Context: an optimization exercise on an open-source flow, tuned for small area and a short achievable clock period. The choices shown serve that exercise and are no tape-out recipe.
Function was not checked in any run shown here: the RTL went through the layout flow alone.

==> flow/design.v (outline; a module is shown in full before it is edited, if it fits) <==
// module fp_mult_round: 66 lines
// module fp_mult_prep: 57 lines
// module fp_mult_flags: 29 lines
// module fp_mult_tree: 1247 lines
// module fp_mult_top: 81 lines
module fp_mult_top (
     clk, rst, rnd, a, b, z, status
);
  // ...
==> flow/run.sh <==
#!/bin/bash
# synth_recipe.tcl (not shown) runs the flow's synth.tcl, then flattens the netlist and writes it again
# the make line also repeats each setting of config.mk as NAME=value (left out here)
make -C /OpenROAD-flow-scripts/flow DESIGN_CONFIG=/design/flow/config.mk WORK_HOME=/design/flow/orfs CLKGATE_MAP_FILE= SYNTH_SCRIPT=/design/flow/synth_recipe.tcl finish
==> flow/config.mk <==
export PLATFORM = sky130hd
export DESIGN_NAME = fp_mult_top
export DESIGN_NICKNAME = fp_mult_top
export VERILOG_FILES = /design/flow/design.v
export SDC_FILE = /design/flow/constraint.sdc
export NUM_CORES = 4
export LEC_CHECK = 0
export CAP_MARGIN = 20
export CORE_MARGIN = 2
export CORE_UTILIZATION = 40
export SETUP_SLACK_MARGIN = 5
export SLEW_MARGIN = 20
==> flow/constraint.sdc <==
create_clock -name core_clock -period 11.0 [get_ports {clk}]
set_input_delay 2.2000 -clock core_clock [delete_from_list [all_inputs] [get_ports {clk}]]
set_output_delay 2.2000 -clock core_clock [all_outputs]
set_load 0.01 [all_outputs]
==> flow_metrics.py, run 1 <==
metrics = {
    "place": {
        "io_buffers": 106,
        "place_congestion": 0.941,
    },
    "clocking": {
        "root_buffer": "clkbuf_16",
        "hold_buffers": 0,
        "cts_sinks": 156,
    },
    "timing": {
        "rsz0062_at_grt": "no",
        "worst_hold_slack_ns": 0.374,
        "fin_crit_sh_pct": 52.5,
        "min_period_ns": 5.78,
        "tightest_slew_ns": 0.959,
    },
    "setup_path": {
        "required_ns": 8.80,
        "r2r_slack_ns": 5.28,
        "r2r_start": "ng1[3]",
        "cp_max_fo": 6,
        "startpoint_type": "register",
    },
    "drt": {
        "first_iter_violations": 2052,
        "wl_met3_microns": 7870,
        "drt-met1-wl_microns": 27800,
        "vias": 17900,
    },
    "floorplan": {
        "ios": 109,
        "taps": 615,
        "die_x_microns": 224,
        "die_height_microns": 224,
        "core_area_sq_mm": 0.0477,
    },
    "global_route": {
        "grt_pass1_wl_microns": 103000,
    },
    "worst_hold_path": {
        "worstHoldEndpoint": "e02[5]",
    },
    "finish": {
        "instances_no_fill": 2835,
        "fillers": 4652,
        "final_nets": 2560,
        "multi_input_cells": 1682,
        "final_common_cell": "xnor2_1",
    },
    "run_status": {
        "status": "no timing/DRC/antenna violations",
    },
}
==> run 2, diff against run 1 <==
==> flow/flow/run.sh (new file) <==
#!/bin/bash
set -euo pipefail
bash standard.sh SETUP_SLACK_MARGIN=6 finish > standard_make.log 2>&1
==> flow/standard.sh (new file) <==
#!/bin/bash
# synth_recipe.tcl (not shown) runs the flow's synth.tcl, then flattens the netlist and writes it again
# the make line also repeats each setting of config.mk as NAME=value (left out here)
make -C /OpenROAD-flow-scripts/flow DESIGN_CONFIG=/design/flow/config.mk WORK_HOME=/design/flow/orfs CLKGATE_MAP_FILE= SYNTH_SCRIPT=/design/flow/synth_recipe.tcl "${@:-finish}"
--- a/flow/config.mk
+++ b/flow/config.mk
@@ -8,5 +8,4 @@
 export CAP_MARGIN = 20
 export CORE_MARGIN = 2
 export CORE_UTILIZATION = 40
-export SETUP_SLACK_MARGIN = 5
 export SLEW_MARGIN = 20
removed: flow/run.sh
==> flow_metrics.py, run 2 <==
metrics = {
    "clocking": {
        "cts_sinks": 156,
        "htreeDepth": 4,
        "hold_buffers": 0,
        "root_buffer": "clkbuf_16",
        "cts_buffers": 17,
        "clock_path_buffers": 2,
        "cts_tree": "built",
        "clk_latency_ns": 0.45,
        "path_clk_slew_ns": 0.07,
    },
    "synthesis": {
        "synth-seq-cells": 156,
        "synth_top_cell_by_area": "fa_1",
        "avgSynthCellArea_sq_um": 8.60,
        "netlist_area_sq_mm": 0.0193,
        "postSynthCellCount": 2245,
        "yosys-top-cells-area": "fa_1, dfxtp_1, xnor2_1",
        "ys_warn_count": 4,
        "ys_seq_area_share_pct": 16.2,
        "synth_most_common_cell": "xnor2_1",
        "synthArstFlopShare_pct": 0,
        "synth_edf_count": 0,
        "synth_top_area_share_pct": 16.9,
        "yosys_most_used_dff": "dfxtp_1",
        "ys_types": 83,
        "synth_commonest_cells": "xnor2_1, inv_1, clkbuf_1",
    },
    "drt": {
        "vias": 18600,
        "detail_route.vias_per_cell": 6.37,
        "drt_wl_total_microns": 72400,
        "first_pass_iters": 9,
        "first_iter_violations": 2352,
        "wl_per_cell_microns": 24.8,
        "drtAntennaViolNets": 0,
        "drc": 0,
    },
    "timing": {
        "fin_ws_ns": 5.74,
        "hold_viol": 0,
        "rsz0062_at_grt": "yes",
        "timing.fmax_mhz": 190,
        "slew_headroom_pct": 23.1,
        "fin_tns_setup_ns": 0,
        "fin_crit_sh_pct": 47.8,
        "finalSetupViolCount": 0,
        "drv_slew": 0,
        "min_period_ns": 5.26,
        "tightest_slew_ns": 1.15,
        "skew_ns": 0.00856,
    },
    "finish": {
        "layout_common_cells": "xnor2_1, inv_1, a22o_1",
        "top_regs": "p2: 26 flops, x31: 25 flops, x1: 23 flops",
        "drive_gt1_share_pct": 21.6,
        "instances_no_fill": 2916,
        "top_register": "p2",
        "syn_to_final_growth_pct": 23.1,
        "final_common_cell": "xnor2_1",
        "largest_register_ffs": 26,
        "diodes": 0,
        "final_nets": 2641,
    },
    "floorplan": {
        "core_area_sq_mm": 0.0477,
        "die_x_microns": 224,
        "row_count": 80,
        "die_height_microns": 224,
        "start_util_pct": 40.5,
        "die-area_sq_mm": 0.0501,
        "ios": 109,
    },
    "setup_path": {
        "r2r_slack_ns": 5.79,
        "endpoint_kind": "output pin",
        "startpoint_type": "register",
        "required_ns": 8.80,
        "crit_type": "register to output pin",
        "cp_max_fo": 8,
        "worstPathArrival_ns": 3.06,
    },
    "run": {
        "cap_violations": 0,
    },
    "place": {
        "preCtsSetupSlack_ns": 4.51,
        "place_congestion": 0.916,
        "dp_hpwl_microns": 45700,
        "placed_cells": 2789,
        "io_buffers": 106,
    },
    "global_route": {
        "gr-usage-all-layers_pct": 28.5,
        "antenna_found_initial": 1,
        "grt_pass1_wl_microns": 110000,
        "grt_overflow": 0,
        "grt_pass1_vias": 18700,
        "grt_max_degree": 58,
    },
    "run_status": {
        "status": "no timing/DRC/antenna violations",
    },
    "worst_hold_path": {
        "hp-class": "register to register",
    },
}
[run 2: cell counts after synthesis]
No cell type changed its count.
[run 2: area by class of cell]
| class | count | area, sq um |
|---|---|---|
| well taps | 615 | 769 |
| repair inverters | 1 | 5.00 |
| clock inverters | 15 | 234 |
| inverters | 192 | 736 |
| multi-input cells | 1684 | 15900 |
| fillers | 4465 | 24000 |
| clock buffers | 17 | 425 |
| flip-flops and latches | 156 | 3280 |
| repair buffers | 236 | 2420 |
[run 2: final timing paths]
kind,from,endpoint,depth (start not counted)
setup / recovery,p2[32],z[30],12
hold / removal,e01[5],e02[5],0
setup reg to reg,s31[1],p2[40],20
hold reg to reg,e01[5],e02[5],0
[run 2: logic make-up (layout without fill, tap and decap cells)]
group	count (synthesis)	in the layout	share of synthesized area, %
muxes	14	14	0.758
and+or+nand+nor	368	371	9.30
adders and majority gates	284	284	24.7
DFF	156	156	16.2
other	1	2	0.0194
AOI/OAI and AO/OA	751	751	29.0
xor gates and xnor gates	262	262	11.9
buffers and inverters	409	461	8.18
[run 2: metrics by stage]
| stage | util [%] | instance area, sq um | hold slack (ns) |
|---|---|---|---|
| global route | 49.8 | 23800 | 0.374 |
| detailed placement | 43.1 | 20600 | 0.359 |
| floorplan | - | 19300 | 0.351 |
| global placement | 43.1 | 20600 | 0.363 |
| CTS | 48.4 | 23100 | 0.367 |
| finish | 49.8 | 23800 | 0.366 |
[run 2: timing repair]
action,CTS,global route
resized for setup,459,122
pin swaps,66,38
cloned,11,1
endpoints found under the setup margin,62,61
setup buffers,61,22
[run 2: critical path: stages (launching register included)]
cell	delay, ns
dfxtp_4	0.39
and3_1	0.21
and2_4	0.17
and4_2	0.28
nand2_2	0.13
nor3_4	0.32
buf_6	0.18
mux2i_2	0.22
mux2i_2	0.11
a21boi_2	0.17
buf_6	0.14
o311ai_2	0.11
buf_2	0.17
[run 2: per-layer routing]
layer	global-route usage, %	vias up	part of all wire (%)
li1	-	8208	-
met1	35.6	8870	40
met2	42.8	1191	42
met3	11.0	317	13
met4	14.0	2	5.5
met5	0	-	0.017
==> run 3, diff against run 2 <==
==> flow/flow/run.sh (replaced) <==
#!/bin/bash
# Standard layout; repair_timing aims for 5 ns of setup slack at the design's
# clock period, and the port buffers are buf_2 cells.
set -euo pipefail
bash standard.sh SETUP_SLACK_MARGIN=5 "BUFFER_PORTS_ARGS=-buffer_cell sky130_fd_sc_hd__buf_2" finish > standard_make.log 2>&1
--- a/flow/config.mk
+++ b/flow/config.mk
@@ -7,5 +7,5 @@
 export LEC_CHECK = 0
 export CAP_MARGIN = 20
 export CORE_MARGIN = 2
-export CORE_UTILIZATION = 40
+export CORE_UTILIZATION = 60
 export SLEW_MARGIN = 20
==> flow_metrics.py, run 3 <==
metrics = {
    "timing": {
        "fin_tns_setup_ns": 0,
        "drv_slew": 0,
        "rsz0062_at_grt": "no",
        "hold_viol": 0,
        "finalSetupViolCount": 0,
        "min_period_ns": 5.71,
        "timing.fmax_mhz": 175,
        "skew_ns": 0.0146,
        "slew_headroom_pct": 20.7,
        "fin_crit_sh_pct": 51.9,
        "tightest_slew_ns": 1.19,
    },
    "setup_path": {
        "cp_max_fo": 17,
        "r2r_start": "ng1[3]",
        "slowest_stage": "dfxtp_2",
        "path_common_cell": "fa_1",
        "path_buf_inv": 2,
        "r2r_cells": 17,
        "worstPathArrival_ns": 6.07,
        "critical-path-top-delay-family": "adder cells",
        "crit_type": "register to register",
        "required_ns": 11.36,
        "r2r-end": "p2[47]",
        "critical_path.max_stage_delay_ns": 0.63,
        "startpoint_type": "register",
        "crit_chain": "inv_2 > xnor2_1 > fa_1 > fa_1 > inv_1 > fa_1 > fa_1 > ha_1 > a21oi_1 > o21a_1 > o21ai_0 > a221oi_1 > o2111ai_1 > a221oi_2 > o21ai_1 > a211oi_1 > xnor2_1",
        "endpoint_kind": "register",
        "r2r_slack_ns": 5.29,
        "critPathLaunch": "ng1[3]",
    },
    "global_route": {
        "grt_pass1_wl_microns": 96000,
        "grt_pass1_vias": 17300,
        "grt_overflow": 0,
        "antenna_found_initial": 1,
        "gr-usage-all-layers_pct": 36.4,
        "grt_max_degree": 57,
    },
    "floorplan": {
        "ios": 109,
        "core_area_sq_mm": 0.0316,
        "row_count": 65,
        "die-area_sq_mm": 0.0336,
        "start_util_pct": 61.1,
        "die_height_microns": 183,
        "die_x_microns": 183,
    },
    "synthesis": {
        "avgSynthCellArea_sq_um": 8.60,
        "postSynthCellCount": 2245,
        "synthArstFlopShare_pct": 0,
        "netlist_area_sq_mm": 0.0193,
        "synth_top_area_share_pct": 16.9,
        "synth_commonest_cells": "xnor2_1, inv_1, clkbuf_1",
        "ys_types": 83,
        "ys_seq_area_share_pct": 16.2,
        "yosys-top-cells-area": "fa_1, dfxtp_1, xnor2_1",
        "ys_warn_count": 4,
        "synth-seq-cells": 156,
        "synth_most_common_cell": "xnor2_1",
        "synth_top_cell_by_area": "fa_1",
        "yosys_most_used_dff": "dfxtp_1",
        "synth_edf_count": 0,
    },
    "clocking": {
        "clock_path_buffers": 2,
        "cts_buffers": 17,
        "root_buffer": "clkbuf_16",
        "htreeDepth": 4,
        "cts_sinks": 156,
        "path_clk_slew_ns": 0.06,
        "clk_latency_ns": 0.45,
        "cts_tree": "built",
    },
    "finish": {
        "top_register": "p2",
        "layout_common_cells": "xnor2_1, inv_1, a221oi_1",
        "diodes": 0,
        "drive_gt1_share_pct": 11.1,
        "final_common_cell": "xnor2_1",
        "syn_to_final_growth_pct": 6.00,
        "top_regs": "p2: 26 flops, x31: 25 flops, x1: 23 flops",
        "final_nets": 2548,
        "largest_register_ffs": 26,
    },
    "drt": {
        "first_iter_violations": 2426,
        "first_pass_iters": 8,
        "wl_per_cell_microns": 23.1,
        "drtAntennaViolNets": 0,
        "vias": 17700,
        "detail_route.vias_per_cell": 6.79,
        "drt_wl_total_microns": 60400,
        "drc": 0,
    },
    "worst_hold_path": {
        "hp-class": "register to register",
        "worstHoldEndpoint": "e02[6]",
        "hold_depth": 0,
        "hold_start": "e01[6]",
    },
    "run": {
        "cap_violations": 0,
    },
    "place": {
        "dp_hpwl_microns": 42600,
        "io_buffers": 106,
        "place_congestion": 0.971,
    },
    "run_status": {
        "status": "no timing/DRC/antenna violations",
    },
}
[run 3: cell counts after synthesis]
No cell type changed its count.
[run 3: stage by stage]
stage               util (%)  setup WS (ns)  cell area [sq um]  instances  hold WS [ns]
detailed placement      62.5           4.51              19800       2575         0.362
global route            64.7           5.01              20500       2610         0.381
finish                  64.7           5.29              20500       2610         0.379
floorplan                  -           5.84              19300       2246         0.351
CTS                     64.5           5.03              20400       2607         0.375
global placement        62.5           4.72              19800       2575         0.358
[run 3: logic make-up (layout without fill, tap and decap cells)]
kind of cell / after synthesis / in the layout / share of synthesized area, %
compound gates: 751 / 751 / 29.0
xor+xnor: 262 / 262 / 11.9
fa+ha+maj: 284 / 284 / 24.7
buf+inv: 409 / 371 / 8.18
flops: 156 / 156 / 16.2
mux: 14 / 14 / 0.758
other cells: 1 / 2 / 0.0194
simple gates: 368 / 368 / 9.30
[run 3: worst max path at each step]
stage | endpoint | cells after the start | slack (ns)
2_1_floorplan | p2[47] | 18 | 5.84
3_3_place_gp | p2[47] | 17 | 4.72
3_5_place_dp | p2[42] | 16 | 4.51
4_1_cts | p2[47] | 18 | 5.03
5_1_grt | p2[47] | 18 | 5.01
6_report | p2[47] | 17 | 5.29
[run 3: layer usage]
metal	vias to the layer above	GRT usage, %	part of all wire, %
li1	7998	-	-
met1	8307	47.9	41
met2	1174	55.0	43
met3	247	10.5	12
met4	2	17.6	4.8
met5	-	0	0.028
[run 3: worst reg2reg max path, cell delays in order (launching register included)]
cell and delay [ns]:
dfxtp_2 0.63, inv_2 0.40, xnor2_1 0.39, fa_1 0.51
fa_1 0.38, inv_1 0.10, fa_1 0.44, fa_1 0.44
ha_1 0.36, a21oi_1 0.17, o21a_1 0.14, o21ai_0 0.11
a221oi_1 0.35, o2111ai_1 0.22, a221oi_2 0.37, o21ai_1 0.16
a211oi_1 0.30, xnor2_1 0.15
[run 3: repair_timing]
| item | CTS | global route |
|---|---|---|
| gates resized for setup | 6 | 28 |
| setup endpoints to repair | 17 | 20 |
| hold buffers | 0 | 0 |
| pin swaps | 0 | 1 |
| buffers inserted | 0 | 3 |
[run 3: final cells by class]
class	instances	area, sq um
clock inverter	11	134
fill	2794	11200
tap	402	503
clock buffer	21	470
timing repair buffer	147	846
sequential	156	3170
inverter	192	727
multi-input combinational	1681	14600
==> module fp_mult_top, before the edit <==
module fp_mult_top (
     clk, rst, rnd, a, b, z, status
);
    input logic [31:0] a, b;
    input logic [2:0] rnd;
    output logic [31:0] z;
    output logic [7:0] status;
    input logic clk, rst;
    logic [25:1] x3_a;
    logic [7:0] s1_a, s2_a, s3_a, s4_a;
    logic [6:0] ng_a;
    logic [9:0] e0_a;
    logic cz_a, cnan_a, cinf_a, sticky_a;
    fp_mult_prep prep (
        .a(a), .b(b), .x3(x3_a), .s1(s1_a), .s2(s2_a), .s3(s3_a), .s4(s4_a),
        .ng(ng_a), .e0(e0_a), .cz(cz_a), .cnan(cnan_a), .cinf(cinf_a),
        .sticky(sticky_a)
    );
    logic [22:0] x1;
    logic [25:1] x31;
    logic [7:0] s11, s21, s31, s41;
    logic [6:0] ng1;
    logic [9:0] e01;
    logic [2:0] rnd1;
    logic sticky1, sg1, cz1, cnan1, cinf1;
    always_ff @(posedge clk) begin
        x1 <= a[22:0];
        x31 <= x3_a;
        s11 <= s1_a; s21 <= s2_a; s31 <= s3_a; s41 <= s4_a;
        ng1 <= ng_a;
        e01 <= e0_a;
        rnd1 <= rnd;
        sticky1 <= sticky_a;
    end
    always_ff @(posedge clk) begin
        if (rst) begin
            sg1 <= 1'b0; cz1 <= 1'b1; cnan1 <= 1'b0; cinf1 <= 1'b0;
        end else begin
            sg1 <= a[31] ^ b[31]; cz1 <= cz_a; cnan1 <= cnan_a; cinf1 <= cinf_a;
        end
    end
    logic [47:22] p_b;
    logic [2:0] ovf_b, unf_b;
    logic rne_b, incg_b, incn_b, ovinf_b, unmin_b;
    fp_mult_tree tree (
        .x(x1), .x3(x31), .s1(s11), .s2(s21), .s3(s31), .s4(s41), .ng(ng1),
        .p(p_b)
    );
    fp_mult_flags flags (
        .e0(e01), .rnd(rnd1), .s(sg1), .sticky(sticky1),
        .ovf(ovf_b), .unf(unf_b), .rne(rne_b), .incg(incg_b), .incn(incn_b),
        .ovinf(ovinf_b), .unmin(unmin_b)
    );
    logic [47:22] p2;
    logic [7:0] e02;
    logic [2:0] ovf2, unf2;
    logic rne2, incg2, incn2, ovinf2, unmin2, sticky2;
    logic sg2, nn2, cz2, cnan2, cinf2;
    always_ff @(posedge clk) begin
        p2 <= p_b;
        e02 <= e01[7:0];
        ovf2 <= ovf_b; unf2 <= unf_b;
        rne2 <= rne_b; incg2 <= incg_b; incn2 <= incn_b;
        ovinf2 <= ovinf_b; unmin2 <= unmin_b;
        sticky2 <= sticky1;
    end
    always_ff @(posedge clk) begin
        if (rst) begin
            sg2 <= 1'b0; nn2 <= 1'b0; cz2 <= 1'b0; cnan2 <= 1'b0; cinf2 <= 1'b0;
        end else begin
            sg2 <= sg1; nn2 <= ~(cz1 | cnan1 | cinf1);
            cz2 <= cz1; cnan2 <= cnan1; cinf2 <= cinf1;
        end
    end
    fp_mult_round round (
        .hp(p2[47:24]), .p23(p2[23]), .p22(p2[22]), .s(sg2), .sticky(sticky2), .e0(e02), .ovf(ovf2), .unf(unf2),
        .rne(rne2), .incg(incg2), .incn(incn2), .ovinf(ovinf2), .unmin(unmin2),
        .nn(nn2), .cz(cz2), .cnan(cnan2), .cinf(cinf2),
        .z(z), .status(status)
    );
endmodule
==> run 4, diff against run 3 <==
==> flow/design.v (replaced) <==
module round_mult (
    input logic [23:0] mantissa_in,           
    input logic guard_bit,                    
    input logic sticky_bit,                   
    input logic sign,                         
    input logic [2:0] round,                  
    output logic [24:0] result,               
    output logic inexact                      
);
    typedef enum logic [2:0] {
        IEEE_near = 3'b000,   
        IEEE_zero = 3'b001,   
        IEEE_pinf = 3'b010,   
        IEEE_ninf = 3'b011,   
        near_up  = 3'b100,    
        away_zero = 3'b101    
    } round_t;
    logic round_increment;        
    logic [24:0] mantissa_temp;   
    always_comb begin
        round_t rounding_mode;
        rounding_mode = round_t'(round);
        round_increment = 1'b0;
        unique case (rounding_mode)  
            IEEE_near: round_increment = (guard_bit && (sticky_bit || mantissa_in[0]));  
            IEEE_zero: round_increment = 1'b0;  
            IEEE_pinf: round_increment = (sign == 1'b0) && (guard_bit || sticky_bit);  
            IEEE_ninf: round_increment = (sign == 1'b1) && (guard_bit || sticky_bit);  
            near_up: round_increment = guard_bit && (sign == 1'b0 || sticky_bit);  
            away_zero: round_increment = guard_bit || sticky_bit;  
            default: round_increment = (guard_bit && (sticky_bit || mantissa_in[0]));  
        endcase
        mantissa_temp = {1'b0, mantissa_in} + round_increment;  
        inexact = guard_bit || sticky_bit;
        result = mantissa_temp;
    end
endmodule
module normalize_mult (
    input logic [47:0] P,                     
    input logic [9:0] exponent_sum,           
    output logic guard_bit,                   
    output logic sticky_bit,                  
    output logic [22:0] normalized_mantissa,  
    output logic [9:0] normalized_exponent    
);
    logic msb;         
    logic [22:0] mantissa_temp;  
    logic [21:0] sticky_source;  
    always_comb begin
        msb = P[47];
        if (msb == 1'b1) begin
            normalized_exponent = exponent_sum + 10'b0000000001;
            normalized_mantissa = P[46:24];
            guard_bit = P[23];
            sticky_source = P[22:0];
        end else begin
            normalized_exponent = exponent_sum;
            normalized_mantissa = P[45:23];
            guard_bit = P[22];
            sticky_source = P[21:0];
        end
        sticky_bit = |sticky_source;  
    end
endmodule
module exception_handling (
    input logic [31:0] a,  
    input logic [31:0] b,  
    input logic [31:0] z_calc,  
    input logic overflow,  
    input logic underflow,  
    input logic inexact,  
    input logic [2:0] round,  
    output logic [31:0] z,  
    output logic zero_f, 
    output logic inf_f,
    output logic nan_f,
    output logic tiny_f,
    output logic huge_f,
    output logic inexact_f
);
    typedef enum logic [2:0] {
        IEEE_near = 3'b000,   
        IEEE_zero = 3'b001,   
        IEEE_pinf = 3'b010,   
        IEEE_ninf = 3'b011,   
        near_up  = 3'b100,    
        away_zero = 3'b101    
    } round_t;
    typedef enum logic [2:0] {
        ZERO = 3'b000,
        INF = 3'b001,
        NORM = 3'b010,
        MIN_NORM = 3'b011,
        MAX_NORM = 3'b100
    } interp_t;
    function automatic interp_t num_interp(logic [31:0] value); 
        logic [7:0] exponent;
        begin
            exponent = value[30:23];
            if (exponent == 8'b00000000) begin
                num_interp = ZERO;  
            end else if (exponent == 8'b11111111) begin
                num_interp = INF;  
            end else begin
                num_interp = NORM;
            end
        end
    endfunction
    function automatic logic [30:0] z_num(interp_t interp);
        begin
            unique case (interp) 
                ZERO: z_num = 31'b0;  
                INF: z_num = 31'b1111111100000000000000000000000; 
                MIN_NORM: z_num = 31'b0000000100000000000000000000000;  
                MAX_NORM: z_num = 31'b1111111011111111111111111111111;  
                default: z_num = 31'b0;
            endcase
        end
    endfunction
    interp_t a_type;
    interp_t b_type;
    interp_t z_type;
    round_t round_mode;
    always_comb begin
        zero_f = 1'b0;
        inf_f = 1'b0;
        nan_f = 1'b0;
        tiny_f = 1'b0;
        huge_f = 1'b0;
        inexact_f = 1'b0;
        round_mode = round_t'(round);  
        a_type = num_interp(a);
        b_type = num_interp(b);
        z_type = num_interp(z_calc);
        unique case ({a_type, b_type})
            {ZERO, ZERO}, {ZERO, NORM}, {NORM, ZERO}: begin
                z = {z_calc[31], z_num(ZERO)};  
                zero_f = 1'b1;  
            end
            {ZERO, INF}, {INF, ZERO}: begin
                z = {1'b0, z_num(INF)};  
                inf_f = 1'b1;  
                nan_f = 1'b1;  
            end
            {INF, INF}, {INF, NORM}, {NORM, INF}: begin
                z = {z_calc[31], z_num(INF)};  
                inf_f = 1'b1;  
            end
            {NORM, NORM}: begin
                if (overflow) begin
                huge_f = 1'b1;     
                inexact_f = 1'b1;  
                case (round)
                    IEEE_near: begin
                        z = {z_calc[31], z_num(INF)};  
                        inf_f = 1'b1; 
                    end
                    IEEE_zero: z = {z_calc[31], z_num(MAX_NORM)};  
                    IEEE_pinf: if (z_calc[31]) begin
                        z = {z_calc[31], z_num(MAX_NORM)};  
                    end else begin
                        z = {z_calc[31], z_num(INF)};  
                        inf_f = 1'b1;
                    end
                    IEEE_ninf: if (z_calc[31]) begin
                        z = {z_calc[31], z_num(INF)};  
                        inf_f = 1'b1;
                    end else begin
                        z = {z_calc[31], z_num(MAX_NORM)};  
                    end
                    near_up: begin
                        z = {z_calc[31], z_num(INF)};  
                        inf_f = 1'b1;
                    end
                    away_zero: begin
                        z = {z_calc[31], z_num(INF)};  
                        inf_f = 1'b1;
                    end
                    default: begin
                        z = {z_calc[31], z_num(INF)};  
                        inf_f = 1'b1;
                    end
                endcase
                end else if (underflow) begin
                tiny_f = 1'b1;
                inexact_f = 1'b1;
                case (round)
                    IEEE_near: begin
                        z = {z_calc[31], z_num(ZERO)};  
                        zero_f = 1'b1;
                    end
                    IEEE_zero: begin 
                        z = {z_calc[31], z_num(ZERO)};
                        zero_f = 1'b1;
                    end
                    IEEE_pinf: begin
                        if (z_calc[31]) begin
                            z = {z_calc[31], z_num(ZERO)};  
                            zero_f = 1'b1;
                        end else begin
                            z = {z_calc[31], z_num(MIN_NORM)};  
                        end
                    end
                    IEEE_ninf: begin
                        if (z_calc[31]) begin
                            z = {z_calc[31], z_num(MIN_NORM)};  
                        end else begin
                            z = {z_calc[31], z_num(ZERO)};  
                            zero_f = 1'b1;
                        end
                    end
                    near_up: begin
                        z = {z_calc[31], z_num(ZERO)};  
                        zero_f = 1'b1;
                    end
                    away_zero: z = {z_calc[31], z_num(MIN_NORM)}; 
                    default: begin
                        z = {z_calc[31], z_num(ZERO)};  
                        zero_f = 1'b1;
                    end
                endcase
                end else begin
                z = z_calc;
                inexact_f = inexact;
                end
            end
            default: begin
                z = z_calc;  
                inexact_f = inexact;
            end
        endcase
    end
endmodule
module fp_mult (
    input logic [31:0] a,       
    input logic [31:0] b,       
    input logic [2:0] rnd,      
    output logic [31:0] z,      
    output logic [7:0] status   
);
    logic sign_a, sign_b, sign_z;
    logic [7:0] exp_a, exp_b; 
    logic [9:0] exp_sum, exp_norm;  
    logic [47:0] prod;
    logic [23:0] mant_a, mant_b;  
    logic [22:0] mant_norm;  
    logic guard_bit, sticky_bit;
    logic [24:0] mant_round;  
    logic overflow, underflow, inexact;
    logic zero_f, inf_f, nan_f, tiny_f, huge_f, inexact_f;
    logic [23:0] post_rounding_mantissa;
    logic [9:0] temp;
    logic addition;
    always_comb begin
        sign_a = a[31];
        sign_b = b[31];
        sign_z = sign_a ^ sign_b;  
        exp_a = a[30:23];
        exp_b = b[30:23];
        exp_sum = exp_a + exp_b - 8'd127;  
        mant_a = {1'b1, a[22:0]};
        mant_b = {1'b1, b[22:0]};
        prod = mant_a * mant_b;
        addition = (mant_round[24] == 1'b1) ? 1 : 0;  
        if (addition == 1) begin
            post_rounding_mantissa = mant_round >> 1;  
        end else begin
            post_rounding_mantissa = mant_round;  
        end
        temp = exp_norm + addition;  
        overflow = ($signed(temp) > $signed(254));
        underflow = ($signed(temp) < $signed(1));
        status = {2'b0, inexact_f, huge_f, tiny_f, nan_f, inf_f, zero_f};
    end
    normalize_mult norm_mult_inst (
        .P(prod),
        .exponent_sum(exp_sum[9:0]),
        .guard_bit(guard_bit),
        .sticky_bit(sticky_bit),
        .normalized_mantissa(mant_norm),
        .normalized_exponent(exp_norm)
    );
    round_mult round_mult_inst (
        .mantissa_in({1'b1, mant_norm}),
        .guard_bit(guard_bit),
        .sticky_bit(sticky_bit),
        .sign(sign_z),
        .round(rnd),
        .result(mant_round),
        .inexact(inexact)
    );
    exception_handling exc_handling_inst (
        .a(a),
        .b(b),
        .z_calc({sign_z, temp[7:0], post_rounding_mantissa[22:0]}),  
        .overflow(overflow),
        .underflow(underflow),
        .inexact(inexact),
        .round(rnd),
        .z(z),
        .zero_f(zero_f),
        .inf_f(inf_f),
        .nan_f(nan_f),
        .tiny_f(tiny_f),
        .huge_f(huge_f),
        .inexact_f(inexact_f)
    );
endmodule
module fp_mult_top (
     clk, rst, rnd, a, b, z, status
);
    input logic [31:0] a, b;   
    input logic [2:0] rnd;  
    output logic [31:0] z;     
    output logic [7:0] status;   
    input logic clk, rst; 
    logic [31:0] a1, b1;   
    logic [2:0] rnd1;  
    logic [31:0] z1;     
    logic [7:0] status1;   
    fp_mult multiplier(a1,b1,rnd1,z1,status1);
    always @(posedge clk)
       if (rst == 1)
          begin 
             a1 <= '0;
             b1 <= '0;
	     rnd1 <= '0;
             z <= '0;
             status <= '0;
          end
       else
          begin
             a1 <= a;
             b1 <= b;
	     rnd1 <= rnd;
             z <= z1;
             status <= status1;
          end
endmodule
==> flow/run.sh (new file) <==
#!/bin/bash
# synth_recipe.tcl (not shown) runs the flow's synth.tcl, then flattens the netlist and writes it again
# the make line also repeats each setting of config.mk as NAME=value (left out here)
make -C /OpenROAD-flow-scripts/flow DESIGN_CONFIG=/design/flow/config.mk WORK_HOME=/design/flow/orfs CLKGATE_MAP_FILE= SYNTH_SCRIPT=/design/flow/synth_recipe.tcl finish
--- a/flow/config.mk
+++ b/flow/config.mk
@@ -7,5 +7,5 @@
 export LEC_CHECK = 0
 export CAP_MARGIN = 20
 export CORE_MARGIN = 2
-export CORE_UTILIZATION = 60
+export CORE_UTILIZATION = 40
 export SLEW_MARGIN = 20
removed: flow/flow/run.sh
removed: flow/standard.sh
==> flow_metrics.py, run 4 <==
metrics = {
    "finish": {
        "final_common_cell": "inv_1",
        "fin_area_sq_mm": 0.0283,
        "syn_to_final_growth_pct": 14.4,
        "diodes": 0,
        "final_nets": 3757,
        "drive_gt1_share_pct": 9.04,
        "layout_common_cells": "inv_1, fa_1, nand2_1",
        "top_regs": "a1: 32 flops, b1: 32 flops, z: 32 flops",
    },
    "setup_path": {
        "critPathLaunch": "b1[11]",
        "cp_max_fo": 19,
        "worstPathArrival_ns": 10.91,
        "path_common_cell": "fa_1",
        "slowest_stage": "fa_1",
        "critical_path.max_stage_delay_ns": 0.60,
        "r2r_start": "b1[11]",
        "crit_type": "register to register",
        "startpoint_type": "register",
        "required_ns": 11.34,
        "endpoint_kind": "register",
    },
    "synthesis": {
        "ys_types": 88,
        "synth_edf_count": 0,
        "synth_commonest_cells": "inv_1, fa_1, nand2_1",
        "yosys-top-cells-area": "fa_1, ha_1, inv_1",
        "yosys_most_used_dff": "dfxtp_1",
        "synth_most_common_cell": "inv_1",
        "postSynthCellCount": 2861,
        "netlist_area_sq_mm": 0.0247,
        "ys_seq_area_share_pct": 8.51,
        "synth-seq-cells": 105,
        "synth_top_cell_by_area": "fa_1",
        "avgSynthCellArea_sq_um": 8.63,
        "ys_warn_count": 5,
        "synth_top_area_share_pct": 39.1,
        "synthArstFlopShare_pct": 0,
    },
    "timing": {
        "slew_headroom_pct": 36.8,
        "fin_ws_ns": 0.425,
        "timing.fmax_mhz": 94.6,
        "tightest_slew_ns": 0.940,
        "drv_slew": 0,
        "fin_crit_sh_pct": 96.1,
        "skew_ns": 0.0127,
        "hold_viol": 0,
        "finalSetupViolCount": 0,
        "min_period_ns": 10.57,
    },
    "floorplan": {
        "die-area_sq_mm": 0.0638,
        "ios": 109,
        "row_count": 91,
        "core_area_sq_mm": 0.0614,
        "die_x_microns": 253,
        "start_util_pct": 40.2,
        "die_height_microns": 253,
    },
    "drt": {
        "first_iter_violations": 1115,
        "vias": 19700,
        "wl_per_cell_microns": 19.1,
        "drtAntennaViolNets": 0,
        "drc": 0,
        "first_pass_iters": 6,
        "detail_route.vias_per_cell": 5.17,
        "drt_wl_total_microns": 72900,
    },
    "clocking": {
        "htreeDepth": 3,
        "cts_tree": "built",
        "clock_path_buffers": 2,
        "hold_buffers": 0,
        "clk_latency_ns": 0.41,
        "cts_sinks": 105,
        "path_clk_slew_ns": 0.09,
        "cts_buffers": 9,
        "root_buffer": "clkbuf_16",
    },
    "global_route": {
        "grt_overflow": 0,
        "grt_pass1_wl_microns": 119000,
        "antenna_found_initial": 1,
        "gr-usage-met1_pct": 32.8,
        "use_met3_pct": 2.45,
        "grt_pass1_vias": 21300,
        "grt_use_met2_pct": 40.9,
        "top_usage_layer": "met2",
        "gr-usage-all-layers_pct": 24.0,
        "grt_max_degree": 44,
    },
    "place": {
        "preCtsSetupSlack_ns": -0.279,
        "place_congestion": 0.915,
        "placed_area_sq_mm": 0.0275,
        "io_buffers": 106,
        "dp_hpwl_microns": 62500,
    },
    "worst_hold_path": {
        "hold_start": "a1[31]",
        "hp-class": "register to register",
    },
    "run_status": {
        "status": "no timing/DRC/antenna violations",
    },
    "run": {
        "cap_violations": 0,
    },
}
[run 4: final cells by class]
class | instances | area (sq um)
clock buffer | 10 | 229
clock inverter | 6 | 61.3
fill | 5917 | 33100
inverter | 581 | 2190
multi-input combinational | 2044 | 20000
sequential | 105 | 2160
tap | 790 | 988
timing repair buffer | 274 | 2610
[run 4: logic make-up after synthesis]
group | share of synthesized area, %
fa+ha+maj | 48.8
flops | 8.51
compound gates | 8.92
buf+inv | 11.0
mux | 0.618
xor+xnor | 2.83
other cells | 0.0152
simple gates | 19.3
[run 4: critical path: cells and delay by family, from the launching register on]
kind / cells / cell delay (ns)
fa+ha+maj: 11 / 4.65
compound gates: 12 / 2.16
simple gates: 13 / 2.11
buf+inv: 10 / 1.13
flops: 1 / 0.40
[run 4: timing repair]
action	CTS	global route
gates cloned	0	2
setup buffers	1	7
pin swaps	2	17
setup endpoints to repair	28	36
gates resized for setup	9	108
[run 4: routing by layer]
metal / wire length [microns] / vias to the layer above
met4: 1720 / 0
met3: 3150 / 82
met5: 0 / -
met2: 35400 / 517
li1: - / 9099
met1: 32600 / 10000
[run 4: path summary, 6_finish.rpt]
kind / end / slack, ns / cells past startpoint
max: z[10] / 0.43 / 46
min: z[31] / 0.77 / 3
max reg2reg: z[10] / 0.43 / 46
min reg2reg: z[31] / 0.77 / 3
[run 4: per-stage QoR]
step           TNS, ns  utilization, %  instances  hold slack (ns)
6_report             0            46.0       3810            0.771
5_1_grt        -0.0391            46.0       3810            0.835
4_1_cts              0            45.4       3801            0.781
2_1_floorplan        0               -       2862            0.580
3_5_place_dp     -3.18            44.9       3784            0.764
3_3_place_gp         0            44.9       3784            0.765

[afterwards: timing with drivers on the ports]
In the flow no input, the clock included, has a driving cell. The finished layouts below were timed again as built, in two steps. Step 1 assumes that a clkbuf_16 drives the clock port and a buf_2 every other input. Step 2 adds t to the input delays and takes it off the output delays; t is the mean of the earliest and latest rising clock arrival at the registers after step 1. Input paths then give back, and output paths get back, about the clock's delay inside the block. Slacks: ideal / step 1 / step 2; pairs: ideal / step 1.
| run | t (ns) | setup slack, ns | clock arrival spread, ns |
|---|---|---|---|
| run 1 | 0.510 | 5.221 / 5.163 / 5.283 | 0.013 / 0.013 |
| run 2 | 0.506 | 5.741 / 5.686 / 5.642 | 0.010 / 0.010 |
| run 3 | 0.500 | 5.295 / 5.263 / 5.295 | 0.014 / 0.015 |
| run 4 | 0.457 | 0.425 / 0.425 / 0.425 | 0.012 / 0.012 |
After both steps every run listed still meets setup and hold. For run 2, which loses most, drivers alone change the setup slack by -0.055 ns; drivers and shift together by -0.099 ns.
